This design comes from an exercise in tuning for small area on the open sky130 flow, not from production work.
Function was checked by simulation only, so behaviour that the tests miss may differ from the original.

## flow/design.v (module list and top-level ports; edited modules follow where they fit)
// module clmul_top: 22 lines
// module Multiplier: 3779 lines
module clmul_top (
    input  wire         clk,
    input  wire [63:0]  a,
    input  wire [63:0]  b,
    output wire [127:0] p
);
  // ...
==> flow/flow/run.sh <==
#!/bin/bash
# Own flow: the standard synthesis script, except that the gates are mapped
# one to one onto sky130 cells (no ABC restructuring), inverters folded into
# XOR/XNOR gates, every gate at drive strength 1; then the standard layout
# with the ports buffered by buf_1 cells. Each tool's output goes to its own
# log here.
set -euo pipefail
W=$PWD
R=$W/orfs/results/$FLOW_PLATFORM/clmul_top/base
{ cat flow/synth_pre.tcl; sed '1s/-noshare /-noshare -noabc /' synth_recipe.tcl; } > my_synth.tcl
grep -q -- '-noshare -noabc' my_synth.tcl
sed "s#SYNTH_SCRIPT=[^ ]*#SYNTH_SCRIPT=$W/my_synth.tcl#" standard.sh > my_standard.sh
grep -q "SYNTH_SCRIPT=$W/my_synth.tcl" my_standard.sh
export FLOW_GATES_MAP=$W/flow/gates_map.v
bash my_standard.sh "$R/1_2_yosys.v" > synth.log 2>&1
python3 flow/absorb_inv.py "$R/1_2_yosys.v" "$W/absorbed.v" > absorb.log 2>&1
cp "$W/absorbed.v" "$R/1_2_yosys.v"
export BUFFER_PORTS_ARGS="-buffer_cell sky130_fd_sc_hd__buf_1"
bash my_standard.sh > layout.log 2>&1
==> flow/flow/absorb_inv.py <==
#!/usr/bin/env python3
"""Remove inverters from a mapped netlist by absorbing them into XOR/XNOR
gates: an inverter fed by an XOR/XNOR that drives nothing else flips that
gate (xor2 <-> xnor2); an inverter that drives only XOR/XNOR inputs flips
those gates instead. Usage: absorb_inv.py IN.v OUT.v"""
import re, sys
from collections import defaultdict

P = 'sky130_fd_sc_hd__'
FLIP = {P + 'xor2_1': (P + 'xnor2_1', 'Y'), P + 'xnor2_1': (P + 'xor2_1', 'X')}
OUTPIN = {P + 'xor2_1': 'X', P + 'xnor2_1': 'Y', P + 'inv_1': 'Y'}

src = open(sys.argv[1]).read()
inst_re = re.compile(r'^(\s*)(' + P + r'\w+)\s+(\S+)\s*\((.*?)\);\n', re.M | re.S)
pin_re = re.compile(r'\.(\w+)\(\s*((?:\\\S+ )|[^()\s]+)\s*\)')

cells = {}   # name -> [type, {pin: net}, span]
order = []
for m in inst_re.finditer(src):
    pins = dict((p, n.strip()) for p, n in pin_re.findall(m.group(4)))
    cells[m.group(3)] = [m.group(2), pins]
    order.append((m.start(), m.end(), m.group(3)))

rest = inst_re.sub('', src)
ext = set()
for line in re.findall(r'^\s*(?:input|output|inout|assign)\b[^;]*;', rest, re.M):
    for tok in re.findall(r'(\\\S+ |[A-Za-z_][\w$]*(?:\[\d+\])?)', line):
        ext.add(tok.strip())
def is_ext(n):
    return n in ext or n.split('[')[0] in ext

def build():
    drv = {}; loads = defaultdict(list)
    for c, (t, pins) in cells.items():
        for p, n in pins.items():
            if t in OUTPIN and p == OUTPIN[t] or (t not in OUTPIN and p in ('X', 'Y', 'Q', 'HI', 'LO', 'COUT', 'SUM')):
                drv[n] = (c, p)
            else:
                loads[n].append((c, p))
    return drv, loads

def flip(c):
    t, pins = cells[c]
    nt, nout = FLIP[t]
    out = pins.pop(OUTPIN[t])
    pins[nout] = out
    cells[c][0] = nt

removed = 0
changed = True
while changed:
    changed = False
    drv, loads = build()
    for c in list(cells):
        if c not in cells or cells[c][0] != P + 'inv_1': continue
        a = cells[c][1]['A']; y = cells[c][1]['Y']
        d = drv.get(a)
        # rule 1: driver is an XOR/XNOR whose only load is this inverter
        if d and cells[d[0]][0] in FLIP and len(loads[a]) == 1 and not is_ext(a):
            g = d[0]
            flip(g)
            cells[g][1][OUTPIN[cells[g][0]]] = y
            del cells[c]; removed += 1; changed = True
            break
        # rule 2: every load of the inverter is an XOR/XNOR input
        ls = loads[y]
        if ls and not is_ext(y) and all(cells[l][0] in FLIP and p in ('A', 'B') for l, p in ls):
            for l, p in ls:
                cells[l][1][p] = a
                flip(l)
            del cells[c]; removed += 1; changed = True
            break

def fmt(c):
    t, pins = cells[c]
    body = ',\n'.join('    .%s(%s)' % (p, n + (' ' if n.startswith('\\') else '')) for p, n in pins.items())
    return '  %s %s (\n%s\n  );\n' % (t, c, body)

out = []; pos = 0
for s, e, c in order:
    out.append(src[pos:s]); pos = e
    if c in cells: out.append(fmt(c))
out.append(src[pos:])
open(sys.argv[2], 'w').write(''.join(out))
left = sum(1 for t, _ in cells.values() if t == P + 'inv_1')
print('absorbed %d inverters, %d left' % (removed, left))
==> flow/flow/gates_map.v <==
// One sky130 cell per Yosys gate, no restructuring. AND and OR come out as
// NAND/NOR plus an inverter; absorb_inv.py later folds inverters into XORs.
module \$_NOT_ (input A, output Y);
  sky130_fd_sc_hd__inv_1 _TECHMAP_REPLACE_ (.A(A), .Y(Y));
endmodule
module \$_BUF_ (input A, output Y);
  sky130_fd_sc_hd__buf_1 _TECHMAP_REPLACE_ (.A(A), .X(Y));
endmodule
module \$_NAND_ (input A, B, output Y);
  sky130_fd_sc_hd__nand2_1 _TECHMAP_REPLACE_ (.A(A), .B(B), .Y(Y));
endmodule
module \$_NOR_ (input A, B, output Y);
  sky130_fd_sc_hd__nor2_1 _TECHMAP_REPLACE_ (.A(A), .B(B), .Y(Y));
endmodule
module \$_AND_ (input A, B, output Y);
  wire n;
  sky130_fd_sc_hd__nand2_1 g (.A(A), .B(B), .Y(n));
  sky130_fd_sc_hd__inv_1 i (.A(n), .Y(Y));
endmodule
module \$_OR_ (input A, B, output Y);
  wire n;
  sky130_fd_sc_hd__nor2_1 g (.A(A), .B(B), .Y(n));
  sky130_fd_sc_hd__inv_1 i (.A(n), .Y(Y));
endmodule
module \$_ANDNOT_ (input A, B, output Y);
  sky130_fd_sc_hd__and2b_1 _TECHMAP_REPLACE_ (.A_N(B), .B(A), .X(Y));
endmodule
module \$_ORNOT_ (input A, B, output Y);
  sky130_fd_sc_hd__or2b_1 _TECHMAP_REPLACE_ (.A(A), .B_N(B), .X(Y));
endmodule
module \$_XOR_ (input A, B, output Y);
  sky130_fd_sc_hd__xor2_1 _TECHMAP_REPLACE_ (.A(A), .B(B), .X(Y));
endmodule
module \$_XNOR_ (input A, B, output Y);
  sky130_fd_sc_hd__xnor2_1 _TECHMAP_REPLACE_ (.A(A), .B(B), .Y(Y));
endmodule
module \$_MUX_ (input A, B, S, output Y);
  sky130_fd_sc_hd__mux2_1 _TECHMAP_REPLACE_ (.A0(A), .A1(B), .S(S), .X(Y));
endmodule
==> flow/flow/synth_pre.tcl <==
# Prepended to synth_recipe.tcl: Yosys's synth runs without its own ABC pass,
# and ORFS's ABC mapping step is replaced by a one-to-one gate mapping, so the
# netlist keeps the gate structure the RTL spells out.
proc abc {args} {
  yosys techmap -map $::env(FLOW_GATES_MAP)
  yosys opt_clean
}
==> flow/standard.sh <==
#!/bin/bash
# synth_recipe.tcl (not shown) runs the flow's synth.tcl, then flattens the netlist and writes it again
# the make line also repeats each setting of config.mk as NAME=value (left out here)
make -C /OpenROAD-flow-scripts/flow DESIGN_CONFIG=/design/flow/config.mk WORK_HOME=/design/flow/orfs CLKGATE_MAP_FILE= SYNTH_SCRIPT=/design/flow/synth_recipe.tcl "${@:-finish}"
==> flow/config.mk <==
export PLATFORM = sky130hd
export DESIGN_NAME = clmul_top
export DESIGN_NICKNAME = clmul_top
export VERILOG_FILES = /design/flow/design.v
export SDC_FILE = /design/flow/constraint.sdc
export NUM_CORES = 4
export LEC_CHECK = 0
export CAP_MARGIN = 20
export CORE_MARGIN = 2
export CORE_UTILIZATION = 60
export CTS_BUF_LIST = sky130_fd_sc_hd__clkbuf_4
export CTS_CLUSTER_DIAMETER = 70
export CTS_CLUSTER_SIZE = 10
export GPL_TIMING_DRIVEN = 0
export PLACE_DENSITY = 0.8
export SETUP_SLACK_MARGIN = 0.3
export SLEW_MARGIN = 20
==> flow/constraint.sdc <==
create_clock -name core_clock -period 5.0 [get_ports {clk}]
set_input_delay 1.0000 -clock core_clock [delete_from_list [all_inputs] [get_ports {clk}]]
set_output_delay 1.0000 -clock core_clock [all_outputs]
set_load 0.01 [all_outputs]
==> summary.txt, run 1 <==
Status
  – Outcome: no timing/DRC/antenna violations

Cells and area
  – Post-layout util: between 60% and 70%
  – Biggest regs: p_q: 127 flops, a_q: 64 flops, b_q: 64 flops
  – Max reg flops: 127
  – Buffer share of cell area: 2.902%
  – Seq/total area: 15.36%
  – Area Growth Syn to Fin: 8.844%
  – Top cell category: multi-input combinational cells
  – Multi-input logic portion of the cell area: 78.18%
  – CLK BUF: 31
  – Register Area: 0.005106 mm²
  – Final net count: roughly 4300

Critical path
  – CP Capture Type: flop
  – CP delay by family, top: XOR/XNOR gates
  – Setup crit end: p_q[63]
  – Critical Path Slowest Stage Cell: xor2_1
  – CP cell instances: xor2_1, xor2_1, xor2_1, nand2_1, xor2_1, xor2_1, xor2_1, xor2_1, xor2_1, xor2_1, xor2_1
  – Crit path kind: flop to flop

Clock tree
  – Number of H-tree levels: 1
  – Hold_buf cts: 0
  – CTS tree: done

Placed design
  – Dpl hpwl: 91260 µm
  – Final GP Congestion: 1.083

STA
  – TNS Setup: 0 ps
  – Final Max Slew Viols: 0

Floorplan
  – DIE AREA: 0.05273 mm²
  – Tap cells: approximately 670

GRT
  – GRT overflow: 0
  – Initial antenna violation count: 4
  – Gr usage total: 41.46%

Drt
  – Vias: 27150
  – DRT antenna net count: 0
  – Drc violations: 0
==> run 2, diff against run 1 <==
--- a/flow/config.mk
+++ b/flow/config.mk
@@ -14,4 +14,4 @@
 export GPL_TIMING_DRIVEN = 0
 export PLACE_DENSITY = 0.8
-export SETUP_SLACK_MARGIN = 0.3
+export SETUP_SLACK_MARGIN = 0.4
 export SLEW_MARGIN = 20
==> run 2 against run 1 <==
Compared with the run above: cell count did not move; core utilization rose by 0.13 points; still clean; non-clock buffer count did not move; worst setup slack improved by 84 ps; clock skew fell by 8.4 ps.
==> summary.txt, run 2 <==
Drt
  – DR WL met2: around 48000 µm
  – Vias: 27100 (-0.21%)
  – Met3 wire length: approximately 14000 µm
  – Max Used Layer: met5
  – DRT antenna net count: 0 (unchanged)
  – Drt first pass iters: 6
  – Initial DRC count: 3654
  – DR vias/cell: 5.569
  – Final WL: 113300 µm
  – Drc violations: 0 (unchanged)
  – Routed len/inst: 23.29 µm
  – Met1 WL: approximately 43000 µm

STA
  – Final hold slack: ~250 ps
  – Slew @ Worst Pin: 1233 ps
  – Final Max Slew Viols: 0 (unchanged)
  – Final period utilization: 93.01%
  – Number of setup violations in the final report: 0
  – Clk_skew: 69.24 ps
  – Final min period: between 4000 and 5000 ps
  – FMAX: 0.2150 GHz
  – Slew headroom: 17.54%
  – RSZ-0062 raised after global routing: yes
  – Final Hold Viols: 0

Clock tree
  – CTS Buffer Depth: 3
  – Number of H-tree levels: 1 (unchanged)
  – Root Buffer: clkbuf_4
  – Hold_buf cts: 0 (unchanged)
  – Clk sink count: 255
  – Latest clock arrival within the worst-skew pair: 840 ps
  – CTS Buf Count: 30
  – Clock-pin slew on the worst setup and hold paths: 120 ps
  – CTS tree: done

Floorplan
  – Initial Utilization: between 60% and 70%
  – Die span in y: 229.6 µm
  – Core Area: 0.05017 mm²
  – IO Count: between 200 and 300
  – Rows: 82
  – Die X: approximately 230 µm
  – DIE AREA: 0.05273 mm² (unchanged)

Cells and area
  – Layout cells sized above 1: about 2.7%
  – Final Instance Area: approximately 0.033 mm²
  – Non-Filler Instances: 4866
  – Register Area: 0.005110 mm² (about the same)
  – Max reg flops: 127 (unchanged)
  – Most common cell after layout, fill and taps aside: xor2_1
  – Post-layout util: 66.39% (+0.13 points)
  – Footprint of the multi-input gates: 0.02605 mm²
  – Largest reg by FF count: p_q
  – Fillers: 4465
  – Area Growth Syn to Fin: 9.053%
  – Biggest regs: p_q: 127 flops, a_q: 64 flops, b_q: 64 flops
  – Most frequent cells in the layout: xor2_1 (1989), nand2_1 (1296), xnor2_1 (285), buf_1 (255), dfxtp_1 (251)
  – Final net count: 4318 (unchanged)

Synthesis
  – YS warnings: 1
  – Mean Syn Cell Area: 7.828 µm²
  – Post-synth net total: 4031
  – Mapped Cells: 3902
  – Post-synthesis cell area: 0.03054 mm²

Placed design
  – Dpl hpwl: 91260 µm (unchanged)
  – PortBufs: 255
  – Placed cell count: approximately 4800
  – Final GP Congestion: 1.083 (unchanged)
  – Placed cell areas: approximately 0.032 mm²

Status
  – Outcome: no timing/DRC/antenna violations

Job
  – Max-cap violations: 0

Critical path
  – Reg-to-reg startpoint: b_q[35]
  – Crit path kind: flop to flop
  – R2R Path End: p_q[63]
  – Critical Path RT: 5720 ps
  – Crit start category: flop
  – CP Capture Type: flop
  – Reg2Reg Depth: 11
  – Worst path arrival time: 5370 ps
  – CP max FO: 8
  – R2r setup slk: 350 ps

GRT
  – GRT overflow: 0 (unchanged)
  – Initial antenna violation count: 2 (-2)
  – Gr usage total: 41.64% (+0.18 points)
  – First-pass GRT wire length: approximately 160000 µm
  – Vias in the first global route: about 26000
  – Largest net degree at the start of global routing: 16

Hold path
  – Hold path cells: 1
  – Class of the worst hold path: primary input to flop
  – Hold endpoint: a_q[0]
  – Hold Startpoint: a[0]
-- run 2: stage by stage --
step	setup TNS (ps)	worst slack, ps
global placement	-325.5	-325.5
global route	0	266.1
finish	0	349.7
detailed placement	-20.30	-20.30
floorplan	0	1795
CTS	0	180.4
-- run 2: what timing repair did --
action / CTS / global route
buffers inserted: 0 / 0
setup endpoints to repair: 6 / 15
gates resized for setup: 28 / 52
-- run 2: final cells by class --
type / count / share of cell area (%)
multi-input combinational: 3644 / 78.21
sequential: 255 / 15.34
timing repair buffer: 255 / 2.874
tap: 672 / 2.524
clock buffer: 31 / 0.6987
clock inverter: 5 / 0.3005
buffer: 1 / 0.02254
inverter: 2 / 0.02254
antenna: 1 / 0.007513
-- run 2: worst max path at each step --
stage                    to  slack [ps]  startpoint  cells after the start
floorplan           p_q[64]        1790      b_q[3]                     12
global placement    p_q[64]        -330     a_q[61]                     11
detailed placement  p_q[64]         -20     b_q[63]                     11
CTS                 p_q[64]         180     b_q[63]                     11
global route        p_q[64]         270     a_q[29]                     11
finish              p_q[63]         350     b_q[35]                     11
-- run 2: per-layer routing --
layer	GRT usage (%)	vias to the layer above
met5	0	-
met4	25.20	2
met3	12.24	415
met2	61.84	1817
met1	53.04	12610
li1	-	12260
-- run 2: worst max-delay path, cell delays in order (launching register included) --
cell and delay [ps]:
dfxtp_1 680, xor2_1 830, xor2_1 570, xor2_1 490, nand2_1 130, xor2_1 200, xor2_1 400, xor2_1 280
xor2_1 390, xor2_1 220, xor2_1 200, xor2_1 140
==> run 3, diff against run 2 <==
--- a/flow/flow/run.sh
+++ b/flow/flow/run.sh
@@ -3,5 +3,5 @@
 # one to one onto sky130 cells (no ABC restructuring), inverters folded into
 # XOR/XNOR gates, every gate at drive strength 1; then the standard layout
-# with the ports buffered by buf_1 cells. Each tool's output goes to its own
+# with the ports buffered by buf_1 cells and no CTS dummy loads. Each tool's output goes to its own
 # log here.
 set -euo pipefail
@@ -17,3 +17,6 @@
 cp "$W/absorbed.v" "$R/1_2_yosys.v"
 export BUFFER_PORTS_ARGS="-buffer_cell sky130_fd_sc_hd__buf_1"
+# CTS as ORFS runs it with the settings in config.mk, but without the dummy
+# load cells that CTS adds to even out the leaf capacitances.
+export CTS_ARGS="-sink_clustering_enable -repair_clock_nets -sink_clustering_size 10 -sink_clustering_max_diameter 70 -buf_list sky130_fd_sc_hd__clkbuf_4 -dont_use_dummy_load"
 bash my_standard.sh > layout.log 2>&1
==> run 3 against run 2 <==
Compared with the run above: non-clock buffer count did not move; global-route usage hardly changed; sequential share of layout area hardly changed; fmax barely moved; synthesized area is the same; largest cell class unchanged.
==> summary.txt, run 3 <==
Clock tree
  – CTS Buffer Depth: 3 (unchanged)
  – CTS tree: done
  – Root Buffer: clkbuf_4
  – Clock-pin slew on the worst setup and hold paths: 110 ps (about the same)
  – CTS Buf Count: 30 (unchanged)
  – Latest clock arrival within the worst-skew pair: 840 ps (about the same)
  – Number of H-tree levels: 1 (unchanged)
  – Clk sink count: 255 (unchanged)
  – Setup Buffers After CTS: 0 (unchanged)

Floorplan
  – Die span in y: 229.6 µm (unchanged)
  – Rows: 82 (unchanged)
  – Core Area: 0.05017 mm² (unchanged)
  – DIE AREA: 0.05273 mm² (unchanged)
  – Initial Utilization: 60.88% (unchanged)
  – IO Count: 257 (unchanged)
  – Die X: 229.6 µm (unchanged)

STA
  – Number of setup violations in the final report: 0 (unchanged)
  – Clk_skew: 115.0 ps (+45.78 ps)
  – Final hold slack: 244.0 ps (-4.292 ps)
  – Slew @ Worst Pin: 1340 ps (+107.5 ps)
  – Final period utilization: 92.93% (about the same)
  – Final Hold Viols: 0 (unchanged)
  – RSZ-0062 raised after global routing: yes
  – Slew headroom: 10.34% (-7.2 points)
  – Final Max Slew Viols: 0 (unchanged)
  – TNS Setup: 0 ps (unchanged)
  – FMAX: 0.2152 GHz (about the same)
  – Final min period: 4646 ps (-3.901 ps)

GRT
  – Initial antenna violation count: 2 (unchanged)
  – GRT overflow: 0 (unchanged)
  – Gr usage total: 41.60% (about the same)
  – Vias in the first global route: 25590 (+0.23%)
  – First-pass GRT wire length: 163400 µm (about the same)
  – Largest net degree at the start of global routing: 16 (unchanged)

Critical path
  – Crit. path cell count: 11 (unchanged)
  – R2r setup slk: 350 ps (about the same)
  – Crit path kind: flop to flop
  – CP max FO: 8 (unchanged)
  – CP delay by family, top: XOR/XNOR gates
  – Reg-to-reg startpoint: a_q[31]
  – Critical Path Slowest Stage Cell: dfxtp_1
  – Reg2Reg Depth: 11 (unchanged)
  – Worst path arrival time: 5300 ps (-70 ps)
  – CP bufs+invs: 0 (unchanged)
  – Crit start category: flop
  – Largest stage delay on the critical path: 860 ps (+30 ps)
  – R2R Path End: p_q[69]
  – CP Capture Type: flop
  – Critical Path RT: 5660 ps (-60 ps)
  – CP cell instances: nand2_1, xor2_1, xor2_1, xor2_1, xor2_1, xor2_1, xor2_1, xor2_1, xor2_1, xor2_1, xor2_1
  – Crit-path most repeated cell: xor2_1

Drt
  – Initial DRC count: 3640 (-0.38%)
  – Final WL: 113900 µm (+0.47%)
  – DR vias/cell: 5.572 (about the same)
  – DRT antenna net count: 0 (unchanged)
  – Drc violations: 0 (unchanged)
  – Routed len/inst: 23.42 µm (+0.57%)
  – Drt first pass iters: 6 (unchanged)
  – Vias: 27090 (-0.048%)

Cells and area
  – Fillers: 4437 (-0.63%)
  – Register Area: 0.005126 mm² (+0.32%)
  – Final net count: 4318 (unchanged)
  – Layout cells sized above 1: 3.296% (+0.58 points)
  – Biggest regs: p_q: 127 flops, a_q: 64 flops, b_q: 64 flops
  – Largest reg by FF count: p_q
  – Most frequent cells in the layout: xor2_1 (1972), nand2_1 (1296), xnor2_1 (285), buf_1 (255), dfxtp_1 (238)
  – Final Instance Area: 0.03339 mm² (+0.25%)
  – Most common cell after layout, fill and taps aside: xor2_1
  – Footprint of the multi-input gates: 0.02622 mm² (+0.66%)
  – Max reg flops: 127 (unchanged)
  – Area Growth Syn to Fin: 9.327%

Synthesis
  – Post-synthesis cell area: 0.03054 mm² (unchanged)
  – Post-synth net total: 4031 (unchanged)
  – YS warnings: 1 (unchanged)
  – Mapped Cells: 3902 (unchanged)
  – Mean Syn Cell Area: 7.828 µm² (unchanged)

Hold path
  – Class of the worst hold path: primary input to flop
  – Hold Startpoint: a[14]
  – Hold path cells: 1 (unchanged)
  – Hold endpoint: a_q[14]

Status
  – Outcome: no timing/DRC/antenna violations

Placed design
  – PortBufs: 255 (unchanged)
  – Placed cell areas: 0.03236 mm² (unchanged)
  – Final GP Congestion: 1.083 (unchanged)
  – Dpl hpwl: 91260 µm (unchanged)

Job
  – Max-cap violations: 0 (unchanged)
==> run 3: cell count changes in the layout (fill, tap and decap cells not counted), moves of 2 or more <==
cell	change
xor2_1	-17
dfxtp_1	-13
dfxtp_2	+13
xor2_2	+13
xor2_4	+4
bufinv_16	-3
clkinv_2	-2
==> run 3: repair_timing <==
action,in CTS,in global routing
gates resized for setup,32,83
hold buffers,0,0
endpoints found under the hold margin,0,0
setup endpoints to repair,9,15
==> run 3: area by class of cell <==
| type | count | area share, % |
|---|---|---|
| Antenna cell | 2 | 0.01499 |
| Buffer | 1 | 0.02248 |
| Multi-Input combinational cell | 3644 | 78.53 |
| Clock buffer | 30 | 0.6744 |
| Timing Repair Buffer | 255 | 2.866 |
| Sequential cell | 255 | 15.35 |
| Tap cell | 672 | 2.518 |
| Inverter | 2 | 0.02248 |
==> run 3: how the worst max path moves through the flow <==
stage,from,end
final,a_q[31],p_q[69]
after global routing,b_q[31],p_q[64]
after CTS,b_q[63],p_q[64]
after detailed placement,b_q[63],p_q[64]
after global placement,a_q[61],p_q[64]
after floorplan,b_q[3],p_q[64]
==> run 3: per-layer routing <==
metal / vias up / global-route usage (%) / routed length, µm
met4: 2 / 26.30 / 8926
met3: 476 / 12.40 / 14680
li1: 12250 / - / -
met2: 1908 / 61.22 / 47080
met5: - / 0 / 13
met1: 12450 / 52.92 / 43170
==> run 3: per-stage QoR <==
| stage | utilization [%] | setup slack, ps | cells |
|---|---|---|---|
| after global placement | 64.46 | -325.5 | 4829 |
| after detailed placement | 64.51 | -20.30 | 4829 |
| after floorplan | - | 1795 | 3902 |
| after global routing | 66.55 | 314.0 | 4860 |
| final | 66.56 | 353.6 | 4861 |
| after CTS | 65.44 | 163.0 | 4859 |
==> run 3: worst register-to-register path, cell delays in order (launching register included) <==
cell and delay (ps):
dfxtp_1 860, nand2_1 180, xor2_1 220, xor2_1 250, xor2_1 270, xor2_1 420
xor2_1 240, xor2_1 780, xor2_1 230, xor2_1 550, xor2_1 310, xor2_1 170
==> run 4, diff against run 3 <==
--- a/flow/config.mk
+++ b/flow/config.mk
@@ -14,4 +14,4 @@
 export GPL_TIMING_DRIVEN = 0
 export PLACE_DENSITY = 0.8
-export SETUP_SLACK_MARGIN = 0.4
+export SETUP_SLACK_MARGIN = 0.2
 export SLEW_MARGIN = 20
==> run 4 against run 3 <==
Compared with the run above: critical path type unchanged; clock skew grew 7.7 ps; core utilization is 0.89 points lower; flip-flop and latch count stayed put; synthesized area did not move; fmax down 5.4%; cell count about the same; worst setup slack worse by 270 ps; count of clock-buffer cells in the layout unchanged; first-iteration DRC count shrank 4.4%.
==> summary.txt, run 4 <==
Status
  – Outcome: no timing/DRC/antenna violations

Critical path
  – Critical Path RT: 5680 ps (+20 ps)
  – CP cell instances: xor2_1, nand2_1, xor2_1, xnor2_1, xor2_1, xor2_1, xor2_1, xor2_1, xor2_1, xor2_1, xor2_1
  – Crit start category: flop
  – CP Capture Type: flop
  – Critical Path Slowest Stage Cell: xor2_1
  – Reg2Reg Depth: 11 (unchanged)
  – CP max FO: 8 (unchanged)
  – Worst path arrival time: 5590 ps (+290 ps)
  – Crit path kind: flop to flop
  – Crit-path most repeated cell: xor2_1
  – Largest stage delay on the critical path: 860 ps (about the same)

Drt
  – DRT antenna net count: 0 (unchanged)
  – Vias: 27110 (+0.074%)
  – DR vias/cell: 5.577 (about the same)
  – Drc violations: 0 (unchanged)
  – Routed len/inst: 23.23 µm (-0.83%)
  – Initial DRC count: 3480 (-4.4%)
  – Drt first pass iters: 9 (+3)
  – Final WL: 112900 µm (-0.85%)

Cells and area
  – Max reg flops: 127 (unchanged)
  – Post-layout util: 65.67% (-0.89 points)
  – Area Growth Syn to Fin: 7.861%
  – Final net count: 4318 (unchanged)
  – Largest reg by FF count: p_q
  – Biggest regs: p_q: 127 flops, a_q: 64 flops, b_q: 64 flops
  – Most frequent cells in the layout: xor2_1 (2012), nand2_1 (1296), xnor2_1 (285), dfxtp_1 (255), buf_1 (255)
  – Layout cells sized above 1: 1.935% (-1.4 points)
  – Fillers: 4541 (+2.3%)
  – Non-Filler Instances: 4860 (-0.021%)
  – Most common cell after layout, fill and taps aside: xor2_1

GRT
  – First-pass GRT wire length: 162700 µm (-0.44%)
  – Largest net degree at the start of global routing: 16 (unchanged)
  – GRT overflow: 0 (unchanged)
  – Gr usage total: 41.42% (-0.18 points)
  – Vias in the first global route: 25420 (-0.67%)
  – Initial antenna violation count: 3 (+1)

STA
  – Slew @ Worst Pin: 1254 ps (-85.99 ps)
  – Clk_skew: 122.7 ps (+7.663 ps)
  – Final min period: 4914 ps (+267.7 ps)
  – Final Hold Viols: 0 (unchanged)
  – Number of setup violations in the final report: 0 (unchanged)
  – Post-route setup slack: 85.95 ps (-267.7 ps)
  – RSZ-0062 raised after global routing: yes
  – TNS Setup: 0 ps (unchanged)
  – Final Max Slew Viols: 0 (unchanged)
  – Slew headroom: 16.09% (+5.8 points)
  – Final period utilization: 98.28% (+5.4 points)
  – FMAX: 0.2035 GHz (-5.4%)

Placed design
  – Placed cell count: 4829 (unchanged)
  – Setup WS pre-CTS: -20.30 ps (unchanged)
  – Dpl hpwl: 91260 µm (unchanged)
  – Final GP Congestion: 1.083 (unchanged)
  – PortBufs: 255 (unchanged)

Floorplan
  – DIE AREA: 0.05273 mm² (unchanged)
  – Initial Utilization: 60.88% (unchanged)
  – Rows: 82 (unchanged)
  – Core Area: 0.05017 mm² (unchanged)
  – IO Count: 257 (unchanged)
  – Die span in y: 229.6 µm (unchanged)
  – Die X: 229.6 µm (unchanged)

Clock tree
  – Number of H-tree levels: 1 (unchanged)
  – CTS Buffer Depth: 3 (unchanged)
  – Clk sink count: 255 (unchanged)
  – CTS tree: done
  – CTS Buf Count: 30 (unchanged)
  – Hold_buf cts: 0 (unchanged)
  – Root Buffer: clkbuf_4
  – Latest clock arrival within the worst-skew pair: 850 ps (about the same)
  – Clock-pin slew on the worst setup and hold paths: 120 ps (about the same)
  – Setup Buffers After CTS: 0 (unchanged)

Synthesis
  – YS warnings: 1 (unchanged)
  – Post-synthesis cell area: 0.03054 mm² (unchanged)
  – Post-synth net total: 4031 (unchanged)
  – Mean Syn Cell Area: 7.828 µm² (unchanged)
  – Mapped Cells: 3902 (unchanged)

Hold path
  – Class of the worst hold path: primary input to flop
  – Hold path cells: 1 (unchanged)

Job
  – Max-cap violations: 0 (unchanged)
[run 4: cell types whose count changed in the layout (fill, tap and decap cells not counted)]
cell / previous run / this run
dfxtp_2: 17 / 0
dfxtp_1: 238 / 255
xor2_2: 78 / 49
xor2_4: 11 / 0
diode_2: 2 / 1
xor2_1: 1972 / 2012
[run 4: path summary, 6_finish.rpt]
check | start | slack [ps] | to
max | b_q[30] | 90 | p_q[64]
min | a[0] | 230 | a_q[0]
max reg2reg | b_q[30] | 90 | p_q[64]
min reg2reg | b_q[0] | 1000 | p_q[0]
[run 4: through the flow]
| step | instance area, µm² | hold WS, ps |
|---|---|---|
| floorplan | 30540 | 614.9 |
| global placement | 32340 | 852.3 |
| detailed placement | 32360 | 853.5 |
| CTS | 32610 | 197.4 |
| global route | 32950 | 207.0 |
| finish | 32950 | 234.0 |
[run 4: layer usage]
metal | vias to the layer above | share of wire [%] | GRT usage [%]
met5 | - | 0.012 | 0
met4 | 2 | 7.6 | 25.75
met3 | 450 | 12 | 11.74
met2 | 1828 | 42 | 61.12
met1 | 12550 | 39 | 53.08
li1 | 12280 | - | -
[run 4: what timing repair did]
item                                    in CTS  in global routing
gates resized for setup                      3                 37
cloned                                       0                  0
hold endpoints to repair                     0                  0
endpoints found under the setup margin       2                  7
[run 4: cell type report]
class	count	area, µm²	share of cell area [%]
Antenna cell	1	2.502	0.007596
Buffer	1	7.507	0.02279
Clock buffer	30	225.2	0.6836
Inverter	2	7.507	0.02279
Multi-Input combinational cell	3644	25800	78.31
Sequential cell	255	5105	15.50
Tap cell	672	840.8	2.552
Timing Repair Buffer	255	957.2	2.905
[run 4: critical path: cells and delay by family, from the launching register on]
kind	cells	cell delay (ps)
xor+xnor	10	3870
simple gates	1	160
flops	1	720
==> run 5, diff against run 4 <==
==> flow/flow/run.sh (replaced) <==
#!/bin/bash
set -euo pipefail
W=$PWD
R=$W/orfs/results/$FLOW_PLATFORM/clmul_top/base
{ cat flow/synth_pre.tcl; sed '1s/-noshare /-noshare -noabc /' synth_recipe.tcl; } > my_synth.tcl
grep -q -- '-noshare -noabc' my_synth.tcl
sed "s#SYNTH_SCRIPT=[^ ]*#SYNTH_SCRIPT=$W/my_synth.tcl#" standard.sh > my_standard.sh
grep -q "SYNTH_SCRIPT=$W/my_synth.tcl" my_standard.sh
export FLOW_GATES_MAP=$W/flow/gates_map.v
bash my_standard.sh "$R/1_2_yosys.v" > synth.log 2>&1
python3 flow/absorb_inv.py "$R/1_2_yosys.v" "$W/absorbed.v" > absorb.log 2>&1
python3 flow/skew_clk.py "$W/absorbed.v" "$W/skewed.v" sky130_fd_sc_hd__clkbuf_2 > skew.log 2>&1
cp "$W/skewed.v" "$R/1_2_yosys.v"
export BUFFER_PORTS_ARGS="-buffer_cell sky130_fd_sc_hd__buf_1"
export CTS_ARGS="-sink_clustering_enable -repair_clock_nets -sink_clustering_size 8 -sink_clustering_max_diameter 70 -buf_list sky130_fd_sc_hd__clkbuf_8 -root_buf sky130_fd_sc_hd__clkbuf_16 -no_insertion_delay -dont_use_dummy_load"
bash my_standard.sh > layout.log 2>&1
==> flow/flow/skew_clk.py (new file) <==
#!/usr/bin/env python3
"""Clock the product registers (p_q) through one delay cell, so their clock
arrives a little after the operand registers' (a_q, b_q): useful skew for the
register-to-register paths through the multiplier. The paths from the inputs
and to the outputs are not helped by it (the output paths lose the skew).
Usage: skew_clk.py IN.v OUT.v CELL"""
import re, sys
src = open(sys.argv[1]).read()
cell = sys.argv[3]
pat = re.compile(r'(sky130_fd_sc_hd__dfxtp_\d+ \\p_q\[\d+\]\$_DFF_P_ \(\s*\.CLK\()clk(\))')
src, n = pat.subn(r'\1clk_skew\2', src)
assert n > 0
src, m = re.subn(r'^(\s*wire clk;\n)', r'\1  wire clk_skew;\n', src, count=1, flags=re.M)
assert m == 1
inst = '  %s clk_skew_dly (\n    .A(clk),\n    .X(clk_skew)\n  );\nendmodule' % cell
i = src.rindex('endmodule')
src = src[:i] + inst + src[i + len('endmodule'):]
open(sys.argv[2], 'w').write(src)
print('moved %d registers to the skewed clock through %s' % (n, cell))
--- a/flow/config.mk
+++ b/flow/config.mk
@@ -14,4 +14,4 @@
 export GPL_TIMING_DRIVEN = 0
 export PLACE_DENSITY = 0.8
-export SETUP_SLACK_MARGIN = 0.2
+export SETUP_SLACK_MARGIN = 0.3
 export SLEW_MARGIN = 20
==> run 5 against run 4 <==
Compared with the run above: sequential share of layout area about the same; fmax up 11%; critical path depth unchanged; still clean on timing, DRC and antenna; routed wire length up 1.7%.
==> summary.txt, run 5 <==
Clock tree
  – PostCTS Resize Cnt: 0 (-3)
  – Clock-pin slew on the worst setup and hold paths: 80 ps (-40 ps)
  – Latest clock arrival within the worst-skew pair: 1140 ps (+290 ps)
  – Hold_buf cts: 0 (unchanged)
  – CTS tree: done
  – Setup Buffers After CTS: 0 (unchanged)

Cells and area
  – Final net count: 4324 (+0.14%)
  – Most common cell after layout, fill and taps aside: xor2_1
  – Area Growth Syn to Fin: 7.565%
  – Largest reg by FF count: p_q
  – Most frequent cells in the layout: xor2_1 (2060), nand2_1 (1296), xnor2_1 (285), dfxtp_1 (255), buf_1 (255)
  – Layout cells sized above 1: 0.9301% (-1.0 points)
  – Post-layout util: 65.50% (-0.17 points)
  – Biggest regs: p_q: 127 flops, a_q: 64 flops, b_q: 64 flops
  – Antenna diodes: 0 (-1)
  – Max reg flops: 127 (unchanged)

Critical path
  – CP max FO: 8 (unchanged)
  – Critical Path RT: 6030 ps (+350 ps)
  – CP Capture Type: flop
  – Crit start category: flop
  – Crit path kind: flop to flop
  – CP delay by family, top: XOR/XNOR gates
  – CP bufs+invs: 0 (unchanged)
  – Largest stage delay on the critical path: 1050 ps (+190 ps)
  – Worst path arrival time: 5470 ps (-120 ps)
  – Critical Path Slowest Stage Cell: xor2_1
  – CP cell instances: xor2_1, xor2_1, xor2_1, nand2_1, xor2_1, xor2_1, xor2_1, xor2_1, xor2_1, xor2_1, xor2_1
  – Crit-path most repeated cell: xor2_1

Drt
  – Drc violations: 0 (unchanged)
  – Vias: 27180 (+0.29%)
  – Initial DRC count: 3607 (+3.6%)
  – DRT antenna net count: 0 (unchanged)
  – Final WL: 114800 µm (+1.7%)
  – DR vias/cell: 5.587 (+0.18%)
  – Drt first pass iters: 7 (-2)
  – Routed len/inst: 23.59 µm (+1.6%)

Floorplan
  – IO Count: 257 (unchanged)
  – Initial Utilization: 60.89% (about the same)
  – Die X: 229.6 µm (about the same)
  – Core Area: 0.05017 mm² (unchanged)
  – DIE AREA: 0.05274 mm² (about the same)
  – Die span in y: 229.6 µm (about the same)
  – Rows: 82 (unchanged)

Status
  – Outcome: no timing/DRC/antenna violations

Placed design
  – PortBufs: 255 (unchanged)
  – Dpl hpwl: 92070 µm (+0.89%)
  – Final GP Congestion: 1.060 (-2.1%)

GRT
  – Largest net degree at the start of global routing: 17 (+1)
  – First-pass GRT wire length: 165700 µm (+1.8%)
  – Initial antenna violation count: 1 (-2)
  – GRT overflow: 0 (unchanged)
  – Vias in the first global route: 25650 (+0.88%)
  – Gr usage total: 42.45% (+1.0 points)

STA
  – Final Hold Viols: 0 (unchanged)
  – RSZ-0062 raised after global routing: no
  – Final period utilization: 88.90% (-9.4 points)
  – Slew @ Worst Pin: 1273 ps (+18.36 ps)
  – Final min period: 4445 ps (-468.9 ps)
  – Clk_skew: 782.4 ps (+659.8 ps)
  – Number of setup violations in the final report: 0 (unchanged)
  – FMAX: 0.2250 GHz (+11%)
  – Slew headroom: 14.87% (-1.2 points)
  – Final Max Slew Viols: 0 (unchanged)
  – TNS Setup: 0 ps (unchanged)

Synthesis
  – YS warnings: 1 (unchanged)
  – Mean Syn Cell Area: 7.827 µm² (about the same)
  – Mapped Cells: 3903 (+0.026%)
  – Post-synthesis cell area: 0.03055 mm² (about the same)
  – Post-synth net total: 4032 (+0.025%)

Hold path
  – Class of the worst hold path: flop to flop

Job
  – Max-cap violations: 0 (unchanged)
run 5: worst reg2reg max path: cells and delay by family, from the launching register on:
family / cells / cell delay [ps]
XOR/XNOR: 10 / 4120
flip-flops: 1 / 810
AND/OR/NAND/NOR: 1 / 150
run 5: cell type report:
cell class,instances,area [µm²]
buffer,2,12.51
tap,672,840.8
multi-input combinational,3644,25440
inverter,2,7.507
fill,4528,17310
sequential,255,5105
timing repair buffer,256,964.7
clock buffer,34,490.5
run 5: worst paths after layout:
| kind | slack [ps] | endpoint | depth (start not counted) | start |
|---|---|---|---|---|
| worst max register to register | 550 | p_q[63] | 11 | b_q[20] |
| worst min register to register | 150 | p_q[126] | 2 | b_q[63] |
| worst min-delay path | 150 | p_q[126] | 2 | b_q[63] |
| worst max-delay path | 550 | p_q[63] | 11 | b_q[20] |
run 5: stage by stage:
step	hold WS, ps	std cells	worst slack (ps)	instance area [µm²]
final	151.9	4865	554.8	32860
after global routing	179.3	4865	555.3	32860
after CTS	104.0	4864	853.8	32850
after detailed placement	850.9	4830	57.82	32350
after global placement	837.4	4830	-369.5	32350
after floorplan	614.9	3903	1795	30550
run 5: metal layers:
| layer | vias to the layer above | track usage, % | routed length (µm) |
|---|---|---|---|
| met3 | 406 | 11.29 | 14160 |
| met5 | - | 0 | 0 |
| met4 | 0 | 25.71 | 7922 |
| met1 | 12680 | 54.99 | 44530 |
| li1 | 12320 | - | - |
| met2 | 1775 | 62.77 | 48170 |
==> run 6, diff against run 5 <==
--- a/flow/config.mk
+++ b/flow/config.mk
@@ -8,10 +8,10 @@
 export CAP_MARGIN = 20
 export CORE_MARGIN = 2
-export CORE_UTILIZATION = 60
+export CORE_UTILIZATION = 66
 export CTS_BUF_LIST = sky130_fd_sc_hd__clkbuf_4
 export CTS_CLUSTER_DIAMETER = 70
 export CTS_CLUSTER_SIZE = 10
 export GPL_TIMING_DRIVEN = 0
-export PLACE_DENSITY = 0.8
+export PLACE_DENSITY = 0.86
 export SETUP_SLACK_MARGIN = 0.3
 export SLEW_MARGIN = 20
==> run 6 against run 5 <==
Compared with the run above: still clean on timing, DRC and antenna; cell count shrank 1.5%; synthesized cell count did not move; design area is 0.34% lower; sequential share of layout area rose by 0.052 points; count of clock-buffer cells in the layout is the same; hold slack better by 43 ps; critical path type unchanged; highest routed layer unchanged.
==> summary.txt, run 6 <==
Job
  – Max-cap violations: 0 (unchanged)

Cells and area
  – Area Growth Syn to Fin: 7.204%
  – Max reg flops: 127 (unchanged)
  – Most frequent cells in the layout: xor2_1 (2061), nand2_1 (1296), xnor2_1 (286), dfxtp_1 (255), buf_1 (255)
  – Biggest regs: p_q: 127 flops, a_q: 64 flops, b_q: 64 flops
  – Most common cell after layout, fill and taps aside: xor2_1
  – Largest reg by FF count: p_q
  – Final Instance Area: 0.03275 mm² (-0.34%)
  – Final net count: 4323 (-0.023%)
  – Footprint of the multi-input gates: 0.02542 mm² (about the same)
  – Non-Filler Instances: 4793 (-1.5%)
  – Fillers: 3816 (-16%)
  – Layout cells sized above 1: 0.8588% (-0.071 points)
  – Register Area: 0.005105 mm² (unchanged)

Clock tree
  – Clock-pin slew on the worst setup and hold paths: 80 ps (about the same)
  – PostCTS Resize Cnt: 0 (unchanged)
  – Latest clock arrival within the worst-skew pair: 1120 ps (-20 ps)
  – Hold_buf cts: 0 (unchanged)
  – Setup Buffers After CTS: 0 (unchanged)
  – CTS tree: done

Hold path
  – Class of the worst hold path: flop to flop

Placed design
  – Final GP Congestion: 1.152 (+8.7%)
  – Dpl hpwl: 89190 µm (-3.1%)
  – Placed cell areas: 0.03226 mm² (-0.30%)
  – Placed cell count: 4758 (-1.5%)
  – PortBufs: 255 (unchanged)

GRT
  – First-pass GRT wire length: 160500 µm (-3.1%)
  – Gr usage total: 45.21% (+2.8 points)
  – Initial antenna violation count: 1 (unchanged)
  – GRT overflow: 0 (unchanged)
  – Largest net degree at the start of global routing: 17 (unchanged)
  – Vias in the first global route: 25620 (-0.090%)

Critical path
  – Crit path kind: flop to flop
  – CP max FO: 8 (unchanged)
  – Crit start category: flop
  – CP cell instances: nand2_1, xor2_1, xnor2_1, xor2_1, xor2_1, xor2_1, xor2_1, xor2_1, xor2_1, xor2_1, xor2_1
  – CP delay by family, top: XOR/XNOR gates
  – CP bufs+invs: 0 (unchanged)
  – Largest stage delay on the critical path: 890 ps (-160 ps)
  – Critical Path Slowest Stage Cell: xor2_1
  – Critical Path RT: 5980 ps (-50 ps)
  – CP Capture Type: flop
  – Crit-path most repeated cell: xor2_1
  – Worst path arrival time: 5570 ps (+100 ps)

Floorplan
  – Die X: 219.1 µm (-4.6%)
  – Rows: 78 (-4.9%)
  – DIE AREA: 0.04802 mm² (-8.9%)
  – Die span in y: 219.1 µm (-4.6%)
  – Core Area: 0.04558 mm² (-9.2%)
  – Initial Utilization: 67.03% (+6.1 points)
  – IO Count: 257 (unchanged)

Drt
  – Final WL: 110500 µm (-3.7%)
  – DR vias/cell: 5.704 (+2.1%)
  – Routed len/inst: 23.05 µm (-2.3%)
  – Drc violations: 0 (unchanged)
  – Initial DRC count: 3679 (+2.0%)
  – Vias: 27340 (+0.57%)
  – Drt first pass iters: 6 (-1)
  – DRT antenna net count: 0 (unchanged)

STA
  – Slew headroom: 13.03% (-1.8 points)
  – FMAX: 0.2181 GHz (-3.1%)
  – Slew @ Worst Pin: 1300 ps (+27.49 ps)
  – Final hold slack: 195.0 ps (+43.10 ps)
  – Clk_skew: 769.2 ps (-13.25 ps)
  – TNS Setup: 0 ps (unchanged)
  – RSZ-0062 raised after global routing: no
  – Final min period: 4586 ps (+140.6 ps)
  – Final Hold Viols: 0 (unchanged)
  – Final Max Slew Viols: 0 (unchanged)
  – Final period utilization: 91.71% (+2.8 points)
  – Number of setup violations in the final report: 0 (unchanged)

Status
  – Outcome: no timing/DRC/antenna violations

Synthesis
  – Post-synth net total: 4032 (unchanged)
  – Mapped Cells: 3903 (unchanged)
  – Mean Syn Cell Area: 7.827 µm² (unchanged)
  – YS warnings: 1 (unchanged)
  – Post-synthesis cell area: 0.03055 mm² (unchanged)
-- run 6: cell types whose count changed in the layout (fill, tap and decap cells not counted) --
cell,delta
buf_4,-1
diode_2,+1
xnor2_1,+1
xnor2_2,-1
xor2_1,+1
xor2_2,-1
-- run 6: per-stage QoR --
| stage | utilization (%) | setup slack [ps] |
|---|---|---|
| 2_1_floorplan | - | 1795 |
| 3_5_place_dp | 70.78 | 78.04 |
| 4_1_cts | 71.85 | 819.1 |
| 3_3_place_gp | 70.78 | 124.4 |
| 6_report | 71.86 | 414.3 |
| 5_1_grt | 71.85 | 465.4 |
-- run 6: layout make-up --
type | count | share of cell area, %
Multi-Input combinational cell | 3644 | 77.63
Sequential cell | 255 | 15.59
Timing Repair Buffer | 255 | 2.923
Tap cell | 600 | 2.292
Clock buffer | 34 | 1.498
Buffer | 2 | 0.03820
Inverter | 2 | 0.02292
Antenna cell | 1 | 0.007641
-- run 6: tightest hold or removal path, delay by kind of cell (launching register included) --
| kind | cells | cell delay (ps) |
|---|---|---|
| flip-flops | 1 | 450 |
| buffers and inverters | 1 | 210 |
| AND/OR/NAND/NOR | 1 | 120 |
-- run 6: layer usage --
metal | vias up | track usage [%] | wire, µm
li1 | 12310 | - | -
met3 | 477 | 13.61 | 14660
met5 | - | 0 | 0
met4 | 0 | 30.29 | 8668
met1 | 12530 | 57.00 | 41520
met2 | 2023 | 66.27 | 45630
-- run 6: final timing paths --
kind	startpoint	slack [ps]	depth (start not counted)	to
hold reg to reg	a_q[63]	200	2	p_q[126]
hold / removal	a_q[63]	200	2	p_q[126]
setup reg to reg	b_q[63]	410	11	p_q[64]
setup / recovery	b_q[63]	410	11	p_q[64]
==> run 7, diff against run 6 <==
--- a/flow/flow/run.sh
+++ b/flow/flow/run.sh
@@ -12,4 +12,6 @@
 python3 flow/skew_clk.py "$W/absorbed.v" "$W/skewed.v" sky130_fd_sc_hd__clkbuf_2 > skew.log 2>&1
 cp "$W/skewed.v" "$R/1_2_yosys.v"
+# All p[*] pins on the bottom edge (flow/pins.tcl).
+export PRE_IO_PLACEMENT_TCL=$W/flow/pins.tcl
 export BUFFER_PORTS_ARGS="-buffer_cell sky130_fd_sc_hd__buf_1"
 export CTS_ARGS="-sink_clustering_enable -repair_clock_nets -sink_clustering_size 8 -sink_clustering_max_diameter 70 -buf_list sky130_fd_sc_hd__clkbuf_8 -root_buf sky130_fd_sc_hd__clkbuf_16 -no_insertion_delay -dont_use_dummy_load"
==> flow/flow/pins.tcl (new file) <==
set names {}
for {set i 0} {$i < 128} {incr i} { lappend names "p\[$i\]" }
set_io_pin_constraint -region bottom:* -pin_names $names
--- a/flow/config.mk
+++ b/flow/config.mk
@@ -8,10 +8,10 @@
 export CAP_MARGIN = 20
 export CORE_MARGIN = 2
-export CORE_UTILIZATION = 66
+export CORE_UTILIZATION = 60
 export CTS_BUF_LIST = sky130_fd_sc_hd__clkbuf_4
 export CTS_CLUSTER_DIAMETER = 70
 export CTS_CLUSTER_SIZE = 10
 export GPL_TIMING_DRIVEN = 0
-export PLACE_DENSITY = 0.86
+export PLACE_DENSITY = 0.8
 export SETUP_SLACK_MARGIN = 0.3
 export SLEW_MARGIN = 20
==> run 7 against run 6 <==
Compared with the run above: register-to-register slack got worse by 250 ps; design area up 1.3%; synthesized cell count did not move; flip-flop and latch count unchanged; count of clock-buffer cells in the layout unchanged; critical endpoint unchanged; largest cell class unchanged.
==> summary.txt, run 7 <==
STA
  – Final period utilization: 96.71% (+5.0 points)
  – Final min period: 4836 ps (+249.9 ps)
  – Slew @ Worst Pin: 1291 ps (-9.124 ps)
  – Final Hold Viols: 0 (unchanged)
  – Post-route setup slack: 164.3 ps (-249.9 ps)
  – Final hold slack: 365.6 ps (+170.6 ps)
  – FMAX: 0.2068 GHz (-5.2%)
  – Final Max Slew Viols: 0 (unchanged)
  – Number of setup violations in the final report: 0 (unchanged)
  – RSZ-0062 raised after global routing: no
  – Slew headroom: 13.64% (+0.61 points)
  – Clk_skew: 576.4 ps (-192.8 ps)

Clock tree
  – CTS tree: done
  – Clock-pin slew on the worst setup and hold paths: 70 ps (about the same)
  – Hold_buf cts: 0 (unchanged)
  – Setup Buffers After CTS: 0 (unchanged)
  – Latest clock arrival within the worst-skew pair: 940 ps (-180 ps)

Cells and area
  – Register Area: 0.005105 mm² (unchanged)
  – Antenna diodes: 0 (-1)
  – Final net count: 4324 (+0.023%)
  – Area Growth Syn to Fin: 8.597%
  – Biggest regs: p_q: 127 flops, a_q: 64 flops, b_q: 64 flops
  – Most common cell after layout, fill and taps aside: xor2_1
  – Footprint of the multi-input gates: 0.02575 mm² (+1.3%)
  – Fillers: 4452 (+17%)
  – Most frequent cells in the layout: xor2_1 (2019), nand2_1 (1296), xnor2_1 (284), dfxtp_1 (255), buf_1 (255)
  – Max reg flops: 127 (unchanged)
  – Layout cells sized above 1: 1.932% (+1.1 points)
  – Largest reg by FF count: p_q
  – Post-layout util: 66.13% (-5.7 points)

Critical path
  – CP cell instances: xor2_1, nand2_1, xnor2_2, xor2_1, xor2_1, xor2_1, xor2_1, xor2_1, xor2_1, xor2_1
  – Crit start category: flop
  – CP delay by family, top: XOR/XNOR gates
  – Crit-path most repeated cell: xor2_1
  – Critical Path RT: 5850 ps (-130 ps)
  – Critical Path Slowest Stage Cell: xor2_1
  – CP bufs+invs: 0 (unchanged)
  – Crit path kind: flop to flop
  – Worst path arrival time: 5690 ps (+120 ps)
  – CP Capture Type: flop
  – Largest stage delay on the critical path: 940 ps (+50 ps)
  – CP max FO: 8 (unchanged)

Drt
  – Drc violations: 0 (unchanged)
  – Final WL: 121900 µm (+10%)
  – DR WL met2: 52210 µm (+14%)
  – Drt first pass iters: 9 (+3)
  – Max Used Layer: met5
  – DR vias/cell: 5.656 (-0.83%)
  – Initial DRC count: 3672 (-0.19%)
  – Met1 WL: 44100 µm (+6.2%)
  – Routed len/inst: 25.06 µm (+8.7%)
  – Met3 wire length: 14350 µm (-2.1%)
  – Vias: 27520 (+0.65%)
  – DRT antenna net count: 0 (unchanged)

Synthesis
  – Mapped Cells: 3903 (unchanged)
  – Post-synth net total: 4032 (unchanged)
  – Mean Syn Cell Area: 7.827 µm² (unchanged)
  – Post-synthesis cell area: 0.03055 mm² (unchanged)
  – YS warnings: 1 (unchanged)

Placed design
  – Dpl hpwl: 98550 µm (+11%)
  – Final GP Congestion: 1.106 (-4.0%)
  – Setup WS pre-CTS: -509.6 ps (-587.7 ps)
  – PortBufs: 255 (unchanged)

Job
  – Max-cap violations: 0 (unchanged)

GRT
  – Vias in the first global route: 25710 (+0.33%)
  – GRT overflow: 0 (unchanged)
  – Largest net degree at the start of global routing: 17 (unchanged)
  – First-pass GRT wire length: 172000 µm (+7.1%)
  – Gr usage total: 44.84% (-0.38 points)
  – Initial antenna violation count: 1 (unchanged)

Floorplan
  – Core Area: 0.05017 mm² (+10%)
  – Die span in y: 229.6 µm (+4.8%)
  – IO Count: 257 (unchanged)
  – DIE AREA: 0.05274 mm² (+9.8%)
  – Die X: 229.6 µm (+4.8%)
  – Rows: 82 (+5.1%)
  – Initial Utilization: 60.89% (-6.1 points)

Status
  – Outcome: no timing/DRC/antenna violations

Hold path
  – Class of the worst hold path: flop to flop
[run 7: final cells by class]
class / instances / share of cell area, %
multi-input combinational: 3644 / 77.63
buffer: 2 / 0.03771
tap: 672 / 2.534
inverter: 2 / 0.02263
sequential: 255 / 15.39
clock buffer: 34 / 1.478
timing repair buffer: 256 / 2.908
[run 7: worst paths after layout]
check,startpoint,to,slack [ps],depth (start not counted)
max,a_q[31],p_q[64],160,10
min,b_q[0],p_q[0],370,2
max reg2reg,a_q[31],p_q[64],160,10
min reg2reg,b_q[0],p_q[0],370,2
[run 7: repair_timing]
item,4_1_cts,5_1_grt
resized for setup,5,0
hold endpoints to repair,0,0
endpoints found under the setup margin,2,0
[run 7: metal layers]
layer	GRT usage, %	up-vias
li1	-	12280
met1	53.88	12760
met2	69.12	1950
met3	10.91	521
met4	33.66	4
met5	1.195	-
[run 7: worst min-delay path, stage by stage (launching register included)]
cell,delay (ps)
dfxtp_1,480
nand2_1,140
inv_1,180
[run 7: per-stage QoR]
step                      cell area, µm²  TNS (ps)  instances
after floorplan                    30550         0       3903
after global placement             32350     -1124       4830
after CTS                          33060         0       4864
after detailed placement           32540    -844.0       4830
after global routing               33180         0       4865
final                              33180         0       4865
==> run 8, diff against run 7 <==
--- a/flow/flow/run.sh
+++ b/flow/flow/run.sh
@@ -12,7 +12,5 @@
 python3 flow/skew_clk.py "$W/absorbed.v" "$W/skewed.v" sky130_fd_sc_hd__clkbuf_2 > skew.log 2>&1
 cp "$W/skewed.v" "$R/1_2_yosys.v"
-# All p[*] pins on the bottom edge (flow/pins.tcl).
-export PRE_IO_PLACEMENT_TCL=$W/flow/pins.tcl
 export BUFFER_PORTS_ARGS="-buffer_cell sky130_fd_sc_hd__buf_1"
-export CTS_ARGS="-sink_clustering_enable -repair_clock_nets -sink_clustering_size 8 -sink_clustering_max_diameter 70 -buf_list sky130_fd_sc_hd__clkbuf_8 -root_buf sky130_fd_sc_hd__clkbuf_16 -no_insertion_delay -dont_use_dummy_load"
+export CTS_ARGS="-sink_clustering_enable -repair_clock_nets -sink_clustering_size 8 -sink_clustering_max_diameter 70 -buf_list {sky130_fd_sc_hd__clkbuf_4 sky130_fd_sc_hd__clkbuf_8} -sink_buffer_max_cap_derate 0.2 -root_buf sky130_fd_sc_hd__clkbuf_16 -no_insertion_delay -dont_use_dummy_load"
 bash my_standard.sh > layout.log 2>&1
removed: flow/flow/pins.tcl
==> run 8 against run 7 <==
Compared with the run above: via count decreased by 1.2%; register-to-register slack better by 390 ps; first-iteration DRC count is 1.8% lower; clock skew rose by 210 ps; hold slack got worse by 210 ps; count of clock-buffer cells in the layout unchanged; flip-flop and latch count unchanged; global-route usage shrank 2.4 points; largest cell class unchanged.
==> summary.txt, run 8 <==
Status
  – Outcome: no timing/DRC/antenna violations

Drt
  – DRT antenna net count: 0 (unchanged)
  – DR vias/cell: 5.587 (-1.2%)
  – Drc violations: 0 (unchanged)
  – Vias: 27180 (-1.2%)
  – Routed len/inst: 23.59 µm (-5.9%)
  – Initial DRC count: 3607 (-1.8%)
  – Final WL: 114800 µm (-5.9%)
  – Drt first pass iters: 7 (-2)

Placed design
  – Dpl hpwl: 92070 µm (-6.6%)
  – Placed cell areas: 0.03235 mm² (-0.55%)
  – Final GP Congestion: 1.060 (-4.2%)
  – PortBufs: 255 (unchanged)
  – Setup WS pre-CTS: 57.82 ps (+567.5 ps)

STA
  – Post-route setup slack: 554.8 ps (+390.5 ps)
  – Final period utilization: 88.90% (-7.8 points)
  – Final Hold Viols: 0 (unchanged)
  – Slew @ Worst Pin: 1273 ps (-18.36 ps)
  – Slew headroom: 14.87% (+1.2 points)
  – Number of setup violations in the final report: 0 (unchanged)
  – RSZ-0062 raised after global routing: no
  – Final Max Slew Viols: 0 (unchanged)
  – FMAX: 0.2250 GHz (+8.8%)
  – Final min period: 4445 ps (-390.5 ps)
  – Clk_skew: 782.4 ps (+206.0 ps)

Floorplan
  – Core Area: 0.05017 mm² (unchanged)
  – DIE AREA: 0.05274 mm² (unchanged)
  – Rows: 82 (unchanged)
  – Die X: 229.6 µm (unchanged)
  – Die span in y: 229.6 µm (unchanged)
  – IO Count: 257 (unchanged)
  – Initial Utilization: 60.89% (unchanged)

Cells and area
  – Max reg flops: 127 (unchanged)
  – Post-layout util: 65.50% (-0.63 points)
  – Final net count: 4324 (unchanged)
  – Layout cells sized above 1: 0.9301% (-1.0 points)
  – Most common cell after layout, fill and taps aside: xor2_1
  – Final Instance Area: 0.03286 mm² (-0.95%)
  – Largest reg by FF count: p_q
  – Area Growth Syn to Fin: 7.565%
  – Biggest regs: p_q: 127 flops, a_q: 64 flops, b_q: 64 flops
  – Most frequent cells in the layout: xor2_1 (2060), nand2_1 (1296), xnor2_1 (285), dfxtp_1 (255), buf_1 (255)
  – Antenna diodes: 0 (unchanged)

Critical path
  – Worst path arrival time: 5470 ps (-220 ps)
  – Crit start category: flop
  – CP max FO: 8 (unchanged)
  – Critical Path RT: 6030 ps (+180 ps)
  – CP Capture Type: flop
  – Crit path kind: flop to flop

GRT
  – Largest net degree at the start of global routing: 17 (unchanged)
  – First-pass GRT wire length: 165700 µm (-3.7%)
  – Gr usage total: 42.45% (-2.4 points)
  – Vias in the first global route: 25650 (-0.24%)
  – Initial antenna violation count: 1 (unchanged)
  – GRT overflow: 0 (unchanged)

Synthesis
  – Post-synth net total: 4032 (unchanged)
  – YS warnings: 1 (unchanged)
  – Mapped Cells: 3903 (unchanged)
  – Mean Syn Cell Area: 7.827 µm² (unchanged)
  – Post-synthesis cell area: 0.03055 mm² (unchanged)

Clock tree
  – CTS tree: done
  – Hold_buf cts: 0 (unchanged)
  – Setup Buffers After CTS: 0 (unchanged)
  – Clock-pin slew on the worst setup and hold paths: 80 ps (about the same)
  – Latest clock arrival within the worst-skew pair: 1140 ps (+200 ps)
  – PostCTS Resize Cnt: 0 (-5)

Job
  – Max-cap violations: 0 (unchanged)

Hold path
  – Class of the worst hold path: flop to flop
[run 8: changes by cell type in the layout (fill, tap and decap cells not counted), sizes merged]
cell    delta
buf        +1
clkbuf     -1
[run 8: layer usage]
| metal | track usage (%) | vias up | share of wire, % |
|---|---|---|---|
| met1 | 54.99 | 12680 | 39 |
| met4 | 25.71 | 0 | 6.9 |
| met3 | 11.29 | 406 | 12 |
| met2 | 62.77 | 1775 | 42 |
| met5 | 0 | - | 0 |
| li1 | - | 12320 | - |
[run 8: critical path, stage by stage, from the launching register on]
cell and delay [ps]:
dfxtp_1 810, xor2_1 1050, xor2_1 620, xor2_1 500
nand2_1 150, xor2_1 200, xor2_1 470, xor2_1 220
xor2_1 360, xor2_1 320, xor2_1 210, xor2_1 160
[run 8: worst paths after layout]
kind | from | end | slack, ps | cells past startpoint
setup reg to reg | b_q[20] | p_q[63] | 550 | 11
hold reg to reg | b_q[63] | p_q[126] | 150 | 2
setup / recovery | b_q[20] | p_q[63] | 550 | 11
hold / removal | b_q[63] | p_q[126] | 150 | 2
[run 8: cell type report]
type / instances / area (µm²)
Fill cell: 4528 / 17310
Inverter: 2 / 7.507
Sequential cell: 255 / 5105
Tap cell: 672 / 840.8
Timing Repair Buffer: 256 / 964.7
Buffer: 2 / 12.51
Clock buffer: 34 / 490.5
Multi-Input combinational cell: 3644 / 25440
[run 8: per-stage QoR]
stage / setup TNS (ps) / cells / hold slack, ps
2_1_floorplan: 0 / 3903 / 614.9
3_3_place_gp: -475.3 / 4830 / 837.4
3_5_place_dp: 0 / 4830 / 850.9
4_1_cts: 0 / 4864 / 104.0
5_1_grt: 0 / 4865 / 179.3
6_report: 0 / 4865 / 151.9

==> afterwards: timing with drivers on the ports <==
How much do the figures lean on ideal ports? The routed layouts below were timed once more, with nothing changed but the port constraints.
Step 1, drivers: a clkbuf_16 drives clk and a buf_2 each remaining input, both assumed.
Step 2, shift: input delay + t, output delay - t, t = (earliest + latest rising clock arrival at the registers) / 2. This alone moves slack from input paths to output paths.
Three values: ideal, step 1, step 2; two values: the first two.
run | shift t [ns] | setup WS [ns] | hold WS [ns] | latest minus earliest clock arrival (ns)
run 1 | 0.864 | 0.266 / 0.266 / 0.266 | 0.233 / 0.203 / 0.975 | 0.078 / 0.078
run 2 | 0.851 | 0.350 / 0.350 / 0.350 | 0.248 / 0.219 / 0.970 | 0.069 / 0.069
run 3 | 0.832 | 0.354 / 0.354 / 0.354 | 0.244 / 0.217 / 1.008 | 0.116 / 0.115
run 4 | 0.839 | 0.086 / 0.086 / 0.086 | 0.234 / 0.206 / 0.998 | 0.123 / 0.123
run 5 | 0.801 | 0.555 / 0.555 / 0.555 | 0.152 / 0.152 / 0.152 | 0.783 / 0.782
run 6 | 0.783 | 0.414 / 0.414 / 0.414 | 0.195 / 0.195 / 0.195 | 0.773 / 0.773
run 7 | 0.702 | 0.164 / 0.164 / 0.164 | 0.366 / 0.366 / 0.366 | 0.577 / 0.577
run 8 | 0.801 | 0.555 / 0.555 / 0.555 | 0.152 / 0.152 / 0.152 | 0.783 / 0.782
Clock arrivals are far apart in run 5, run 6, run 7 and run 8, so t is only a midpoint there and step 2 fits no single register.
